Context: an optimization exercise on an open-source flow, tuned for small area. The choices shown serve that exercise and are no tape-out recipe.
In this exercise RTL edits were held to simulation tests only and were not proved equivalent to the original.

## bVITERBI_213
module bVITERBI_213 (Dx,            
                     oe,            
                     sync_error,    
                     Rx,            
                     seq_ready,     
                     clock,
                     reset);
For scale: about 700 cells after synthesis, roughly 8 I/O pins, roughly 0.0067 mm² of cells after synthesis.
make LEC_CHECK=0 ABC_AREA=1 CAP_MARGIN=20 CORE_MARGIN=2 CORE_UTILIZATION=50 CTS_BUF_LIST=sky130_fd_sc_hd__clkbuf_8 CTS_CLUSTER_DIAMETER=100 CTS_CLUSTER_SIZE=40 SLEW_MARGIN=20 finish   # period 12.0 ns
run.sh (not shown) runs the stock make flow with config.mk's settings and CLKGATE_MAP_FILE= SYNTH_SCRIPT=/design/flow/synth_recipe.tcl, a recipe that flattens the netlist after the stock synthesis.
Edit:
==> flow/flow/run.sh (new file) <==
#!/bin/bash
# Layout flow: the standard flow (standard.sh), with a different ABC
# mapping script for the synthesis step and without Yosys's full/half-adder
# extraction, so that ABC maps the whole combinational logic itself.
# Registers, their names and cell types are those of the standard synthesis.
set -e
cd "$(dirname "$0")/.."
WORK=$PWD
cp standard.sh flow_standard.sh.txt
rm -rf myscripts
cp -r "$FLOW_HOME/scripts" myscripts
cp flow/abc_area.script myscripts/abc_area.script
export SCRIPTS_DIR=$WORK/myscripts
export ADDER_MAP_FILE=
bash standard.sh > standard.log 2>&1
==> flow/flow/abc_area.script (new file) <==
strash
dch -f
amap
topo
stime -c
buffer -c
upsize -c
dnsize -c
==> flow/standard.sh (new file) <==
#!/bin/bash
# synth_recipe.tcl (not shown) runs the flow's synth.tcl, then flattens the netlist and writes it again
# the make line also repeats each setting of config.mk as NAME=value (left out here)
make -C /OpenROAD-flow-scripts/flow DESIGN_CONFIG=/design/flow/config.mk WORK_HOME=/design/flow/orfs CLKGATE_MAP_FILE= SYNTH_SCRIPT=/design/flow/synth_recipe.tcl "${@:-finish}"
- CTS_CLUSTER_DIAMETER: 100 -> default
- CTS_CLUSTER_SIZE: 40 -> default
removed: flow/run.sh
After rerunning:
- The changed run finished with timing, DRC and antenna clean
- routed wire length drops by 4.0%
- area after synthesis drops by about 9%
- worst setup slack improved by 0.35 ns
- first-iteration DRC count drops by 0.54%
- cell area drops by about 9%
- sequential share of layout area climbs by 5.1 points
- utilization climbs by 0.23 points
- via count drops by 4.3%
- die area drops by about 9%


Another version of the RTL of bVITERBI_213 (not shown whole).
Size: roughly 760 cells after synthesis, ~190 flip-flops, about 8 I/O pins, roughly 7000 µm² of cells after synthesis.
clock: 12.0 ns
lec_check: 0
abc_area: 1
cap_margin: 20
core_margin: 2
core_utilization: 50
slew_margin: 20
Stock flow here: none of the scripts above is used.
Edit:
CTS_BUF_LIST = sky130_fd_sc_hd__clkbuf_8   (was unset)
Design area is lower by 2.4%.
Final cell count stays the same.
Flip-flop and latch count is unchanged.
Worst hold slack improves by 0.0059 ns.
Worst setup slack improves by 0.097 ns.
Critical path depth is higher by 1.
First-iteration DRC count is unchanged.
Utilization is lower by 1.4 points.
Die area is unchanged.


Setup of JK:
bVITERBI_213, a different RTL version from the one above (not shown whole).
For scale: roughly 160 flip-flops, ~5500 um2 of cells after synthesis.
==> flow/config.mk <==
export PLATFORM = sky130hd
export DESIGN_NAME = bVITERBI_213
export DESIGN_NICKNAME = bVITERBI_213
export VERILOG_FILES = /design/flow/design.v
export SDC_FILE = /design/flow/constraint.sdc
export NUM_CORES = 4
export LEC_CHECK = 0
export ABC_AREA = 1
export CAP_MARGIN = 0
export CORE_MARGIN = 2
export CORE_UTILIZATION = 50
export CTS_BUF_LIST = sky130_fd_sc_hd__clkbuf_8
export SLEW_MARGIN = 0
==> flow/constraint.sdc <==
create_clock -name core_clock -period 12.0 [get_ports {clock}]
set_input_delay 2.4000 -clock core_clock [delete_from_list [all_inputs] [get_ports {clock}]]
set_output_delay 2.4000 -clock core_clock [all_outputs]
set_load 0.01 [all_outputs]
standard.sh (not shown) runs the stock make flow with config.mk's settings and CLKGATE_MAP_FILE= SYNTH_SCRIPT=/design/flow/synth_recipe.tcl, a recipe that flattens the netlist after the stock synthesis.
==> flow/flow/run.sh <==
#!/bin/bash
# Layout flow: the standard flow (standard.sh), with a different ABC
# mapping script for the synthesis step and without Yosys's full/half-adder
# extraction, so that ABC maps the whole combinational logic itself.
# The clock tree is built without dummy loads, and the port buffers are
# the smallest buffer cell.
# Registers, their names and cell types are those of the standard synthesis.
set -e
cd "$(dirname "$0")/.."
WORK=$PWD
cp standard.sh flow_standard.sh.txt
rm -rf myscripts
cp -r "$FLOW_HOME/scripts" myscripts
cp flow/abc_area.script myscripts/abc_area.script
export SCRIPTS_DIR=$WORK/myscripts
export ADDER_MAP_FILE=
# clock tree: the standard arguments, without dummy loads on the clock nets
export CTS_ARGS="-sink_clustering_enable -repair_clock_nets -buf_list sky130_fd_sc_hd__clkbuf_16 -dont_use_dummy_load"
# port buffers: the smallest buffer cell
export BUFFER_PORTS_ARGS="-buffer_cell sky130_fd_sc_hd__buf_1"
bash standard.sh > standard.log 2>&1
==> flow/flow/abc_area.script <==
strash
dch -f
amap
> inputs changed (JK -> MS)
--- a/flow/flow/run.sh
+++ b/flow/flow/run.sh
@@ -16,5 +16,5 @@
 export ADDER_MAP_FILE=
 # clock tree: the standard arguments, without dummy loads on the clock nets
-export CTS_ARGS="-sink_clustering_enable -repair_clock_nets -buf_list sky130_fd_sc_hd__clkbuf_16 -dont_use_dummy_load"
+export CTS_ARGS="-sink_clustering_enable -repair_clock_nets -buf_list sky130_fd_sc_hd__clkbuf_8 -dont_use_dummy_load"
 # port buffers: the smallest buffer cell
 export BUFFER_PORTS_ARGS="-buffer_cell sky130_fd_sc_hd__buf_1"
### Flow results
Comparing the two runs side by side, MS comes out ahead of JK on design area.
Route | MS vs JK | wire shorter in MS
Compare MS and JK | layout-stage area growth over the synthesis result lower: MS
Inputs modified between MS and AL:
--- a/flow/flow/run.sh
+++ b/flow/flow/run.sh
@@ -16,5 +16,5 @@
 export ADDER_MAP_FILE=
 # clock tree: the standard arguments, without dummy loads on the clock nets
-export CTS_ARGS="-sink_clustering_enable -repair_clock_nets -buf_list sky130_fd_sc_hd__clkbuf_8 -dont_use_dummy_load"
+export CTS_ARGS="-sink_clustering_enable -repair_clock_nets -buf_list \"sky130_fd_sc_hd__clkbuf_8 sky130_fd_sc_hd__clkbuf_16\" -dont_use_dummy_load"
 # port buffers: the smallest buffer cell
 export BUFFER_PORTS_ARGS="-buffer_cell sky130_fd_sc_hd__buf_1"
==> run notes <==
- MS → AL: clock period minus worst slack fell by 0.054 ns.
- Setup slack: AL more than MS
- AL against MS: met2 demand-to-capacity share in global routing increased by 1.0 points relative to the old numbers, global-route usage increased by 0.29 points relative to the old numbers.
- Compared with MS, AL shows a arrival time at the worst endpoint that is 0.07 ns higher.


## run 1
bVITERBI_213, a different RTL version from the one above (not shown whole).
Size: about 180 flip-flops, about 8 I/O pins.
==> flow/config.mk <==
export PLATFORM = sky130hd
export DESIGN_NAME = bVITERBI_213
export DESIGN_NICKNAME = bVITERBI_213
export VERILOG_FILES = /design/flow/design.v
export SDC_FILE = /design/flow/constraint.sdc
export NUM_CORES = 4
export LEC_CHECK = 0
export ABC_AREA = 1
export CAP_MARGIN = 0
export CORE_MARGIN = 2
export CORE_UTILIZATION = 50
export CTS_BUF_LIST = sky130_fd_sc_hd__clkbuf_4 sky130_fd_sc_hd__clkbuf_8
export SLEW_MARGIN = 0
==> flow/constraint.sdc <==
create_clock -name core_clock -period 12.0 [get_ports {clock}]
set_input_delay 2.4000 -clock core_clock [delete_from_list [all_inputs] [get_ports {clock}]]
set_output_delay 2.4000 -clock core_clock [all_outputs]
set_load 0.01 [all_outputs]
==> flow/flow/run.sh <==
#!/bin/bash
# Layout flow: the standard flow (standard.sh), with a different ABC
# mapping script for the synthesis step and without Yosys's full/half-adder
# extraction, so that ABC maps the whole combinational logic itself.
# Registers, their names and cell types are those of the standard synthesis.
set -e
cd "$(dirname "$0")/.."
WORK=$PWD
cp standard.sh flow_standard.sh.txt
rm -rf myscripts
cp -r "$FLOW_HOME/scripts" myscripts
cp flow/abc_area.script myscripts/abc_area.script
export SCRIPTS_DIR=$WORK/myscripts
export ADDER_MAP_FILE=
bash standard.sh > standard.log 2>&1
Scripts as last shown in full above: flow/flow/abc_area.script
The inputs of run 2 differ from those of run 1 as listed below.
diff --git a/flow/flow/run.sh b/flow/flow/run.sh
--- a/flow/flow/run.sh
+++ b/flow/flow/run.sh
@@ -4,2 +4,3 @@
 # extraction, so that ABC maps the whole combinational logic itself.
+# The clock tree is built without dummy loads.
 # Registers, their names and cell types are those of the standard synthesis.
@@ -14,2 +15,4 @@
 export ADDER_MAP_FILE=
+# clock tree: the standard arguments, without dummy loads on the clock nets
+export CTS_ARGS="-sink_clustering_enable -repair_clock_nets -buf_list sky130_fd_sc_hd__clkbuf_8 -dont_use_dummy_load"
 bash standard.sh > standard.log 2>&1
diff --git a/flow/config.mk b/flow/config.mk
--- a/flow/config.mk
+++ b/flow/config.mk
@@ -11,3 +11,3 @@
 export CORE_UTILIZATION = 50
-export CTS_BUF_LIST = sky130_fd_sc_hd__clkbuf_4 sky130_fd_sc_hd__clkbuf_8
+export CTS_BUF_LIST = sky130_fd_sc_hd__clkbuf_8
 export SLEW_MARGIN = 0
--- outcome ---
Compared with run 1, run 2 ends up with a smaller final cell area. Run 2 has completed all stages; timing, DRC and antenna checks passed. Run 2 vs. run 1: wire length now smaller. Looking at relative area change from synthesis to final layout across run 2 and run 1, the one that comes out lower is run 2.
Edits applied to the flow inputs when going from run 2 to run 3:
diff --git a/flow/flow/run.sh b/flow/flow/run.sh
--- a/flow/flow/run.sh
+++ b/flow/flow/run.sh
@@ -4,3 +4,2 @@
 # extraction, so that ABC maps the whole combinational logic itself.
-# The clock tree is built without dummy loads.
 # Registers, their names and cell types are those of the standard synthesis.
@@ -15,4 +14,2 @@
 export ADDER_MAP_FILE=
-# clock tree: the standard arguments, without dummy loads on the clock nets
-export CTS_ARGS="-sink_clustering_enable -repair_clock_nets -buf_list sky130_fd_sc_hd__clkbuf_8 -dont_use_dummy_load"
 bash standard.sh > standard.log 2>&1
diff --git a/flow/config.mk b/flow/config.mk
--- a/flow/config.mk
+++ b/flow/config.mk
@@ -8,3 +8,3 @@
 export ABC_AREA = 1
-export CAP_MARGIN = 0
+export CAP_MARGIN = 20
 export CORE_MARGIN = 2
@@ -12,2 +12,2 @@
 export CTS_BUF_LIST = sky130_fd_sc_hd__clkbuf_8
-export SLEW_MARGIN = 0
+export SLEW_MARGIN = 20
==> comparison <==
- Run 3 against run 2: wire length on met3 grew by about 2%; sequential fraction of the synthesis area held steady.
- Measured against each other, run 2 and run 3 differ in worst setup slack, the lower figure coming from run 2.
- There was hardly any difference in initial antenna violation count between run 2 and run 3.
- Share of the cycle needed by the critical path after routing ended up 0.24 points lower on run 3 than on run 2.
- Final-layout fill cell count, run 3 vs run 2: down slightly
#### Input delta (run 4 over run 3)
diff --git a/flow/config.mk b/flow/config.mk
--- a/flow/config.mk
+++ b/flow/config.mk
@@ -8,3 +8,3 @@
 export ABC_AREA = 1
-export CAP_MARGIN = 20
+export CAP_MARGIN = 0
 export CORE_MARGIN = 2
@@ -12,2 +12,2 @@
 export CTS_BUF_LIST = sky130_fd_sc_hd__clkbuf_8
-export SLEW_MARGIN = 20
+export SLEW_MARGIN = 0
### Flow results
Routed via count was lower in the run labelled run 4.
Run 4 was carried through to the last stage, and its layout satisfied the timing, DRC and antenna checks.
Diff run 3 -> run 4: tapcell count comparable, fmax now larger, worst setup slack now larger.
Going from run 3 to run 4, met2 wirelength from detailed routing flat, wire length after detailed routing down 0.38%, core utilization of the finished layout flat.
Changes in run 5 relative to run 4:
==> flow/run.sh (new file) <==
#!/bin/bash
# synth_recipe.tcl (not shown) runs the flow's synth.tcl, then flattens the netlist and writes it again
# the make line also repeats each setting of config.mk as NAME=value (left out here)
make -C /OpenROAD-flow-scripts/flow DESIGN_CONFIG=/design/flow/config.mk WORK_HOME=/design/flow/orfs CLKGATE_MAP_FILE= SYNTH_SCRIPT=/design/flow/synth_recipe.tcl finish
diff --git a/flow/config.mk b/flow/config.mk
--- a/flow/config.mk
+++ b/flow/config.mk
@@ -8,3 +8,3 @@
 export ABC_AREA = 1
-export CAP_MARGIN = 0
+export CAP_MARGIN = 20
 export CORE_MARGIN = 2
@@ -12,2 +12,2 @@
 export CTS_BUF_LIST = sky130_fd_sc_hd__clkbuf_8
-export SLEW_MARGIN = 0
+export SLEW_MARGIN = 20
removed: flow/flow/run.sh
removed: flow/flow/abc_area.script
removed: flow/standard.sh
Findings:
Measured against run 5, the full die area of run 4 comes out at 0.883 times the reference value. Wire length of the first global-routing pass: run 5 and run 4 compared, lower one is run 4. | via count of the routed design | lower: run 4 |. The number of sequential cells in the layout on run 4 is in line with that on run 5. Run comparison: run 4 most used routing layer in global routing met1; run 5 most used routing layer in global routing met2. Min global-route met1 utilization across run 5 and run 4: run 5. Measured against run 4, the multi-input combinational gate total of run 5 comes out at 1.19 times the reference value. The higher fraction of area in multi-input gates came out of run 5. The lower number of global-route vias before repair came out of run 4.
Relative to run 5, the following input files were edited for run 6:
==> flow/flow/run.sh (new file) <==
#!/bin/bash
# Layout flow: the standard flow (standard.sh), with a different ABC
# mapping script for the synthesis step and without Yosys's full/half-adder
# extraction, so that ABC maps the whole combinational logic itself.
# The clock tree is built without dummy loads, and the port buffers are
# the smallest buffer cell.
# Registers, their names and cell types are those of the standard synthesis.
set -e
cd "$(dirname "$0")/.."
WORK=$PWD
cp standard.sh flow_standard.sh.txt
rm -rf myscripts
cp -r "$FLOW_HOME/scripts" myscripts
cp flow/abc_area.script myscripts/abc_area.script
export SCRIPTS_DIR=$WORK/myscripts
export ADDER_MAP_FILE=
# clock tree: the standard arguments, without dummy loads on the clock nets
export CTS_ARGS="-sink_clustering_enable -repair_clock_nets -buf_list sky130_fd_sc_hd__clkbuf_8 -dont_use_dummy_load"
# port buffers: the smallest buffer cell
export BUFFER_PORTS_ARGS="-buffer_cell sky130_fd_sc_hd__buf_1"
bash standard.sh > standard.log 2>&1
==> flow/flow/abc_area.script (new file) <==
strash
dch -f
amap
==> flow/standard.sh (new file) <==
#!/bin/bash
# synth_recipe.tcl (not shown) runs the flow's synth.tcl, then flattens the netlist and writes it again
# the make line also repeats each setting of config.mk as NAME=value (left out here)
make -C /OpenROAD-flow-scripts/flow DESIGN_CONFIG=/design/flow/config.mk WORK_HOME=/design/flow/orfs CLKGATE_MAP_FILE= SYNTH_SCRIPT=/design/flow/synth_recipe.tcl "${@:-finish}"
diff --git a/flow/config.mk b/flow/config.mk
--- a/flow/config.mk
+++ b/flow/config.mk
@@ -8,3 +8,3 @@
 export ABC_AREA = 1
-export CAP_MARGIN = 20
+export CAP_MARGIN = 0
 export CORE_MARGIN = 2
@@ -12,2 +12,2 @@
 export CTS_BUF_LIST = sky130_fd_sc_hd__clkbuf_8
-export SLEW_MARGIN = 20
+export SLEW_MARGIN = 0
removed: flow/run.sh
Findings:
- Detailed-route vias per instance of run 6 exceeds that of run 5 by more than 10%.
- Delta (run 6 minus run 5): top achievable clock speed increased about 3%; first-pass GRT wire length lower; critical path data arrival time moved down; overall global routing resource usage saw an increase.
- Run 6 against run 5; cell area is down by more than 10%.
- Run 6 ends up with lower worst hold slack than run 5 does.
- Start point of the critical path = Rx[0]: run 5; start point of the critical path = Rx[1]: run 6
- Relative to run 5, the area fraction in compound gates after synthesis of run 6 is higher by 9.2 points.
- In the metrics for run 6 and run 5, the one carrying the higher fraction of area in registers is run 6.
- Die: run 6 smaller than run 5

[afterwards: timing with drivers on the ports]
The flow's constraints put no driver on any port. The routed layouts listed below were extracted and timed again, unchanged, in two steps. Step 1 (the two cells are an assumption about what drives the block):
set clk [get_ports {clock}]
set_driving_cell -lib_cell sky130_fd_sc_hd__clkbuf_16 $clk
set_driving_cell -lib_cell sky130_fd_sc_hd__buf_2 [delete_from_list [all_inputs] $clk]
Step 2, shift: input delay + t, output delay - t, t = (earliest + latest rising clock arrival at the registers) / 2. This alone moves slack from input paths to output paths. Three values: no drivers, after step 1, after step 2; two values: the first two.
run | t, ns | setup WS [ns] | worst setup path after step 2
the first run of note 1 | 0.497 | 6.089 / 6.089 / 5.632 | input to register
the second run of note 1 | 0.483 | 6.436 / 6.448 / 5.965 | input to register
the first run of note 2 | 0.464 | 5.987 / 6.000 / 5.536 | input to register
the second run of note 2 | 0.489 | 6.084 / 6.097 / 5.607 | input to register
JK | 0.449 | 6.219 / 6.236 / 5.787 | input to register
MS | 0.466 | 6.181 / 6.181 / 5.747 | input to register
AL | 0.552 | 6.235 / 6.235 / 5.762 | input to register
run 1 | 0.488 | 6.322 / 6.329 / 5.841 | input to register
run 2 | 0.467 | 6.230 / 6.237 / 5.771 | input to register
run 3 | 0.489 | 6.259 / 6.266 / 5.776 | input to register
run 4 | 0.488 | 6.322 / 6.329 / 5.841 | input to register
run 5 | 0.484 | 6.384 / 6.402 / 5.917 | input to register
run 6 | 0.459 | 6.554 / 6.565 / 6.107 | input to register
After both steps every run listed still meets setup and hold. The setup slack of run 3, which loses most, moves by +0.007 ns with the drivers and by -0.483 ns with both steps.
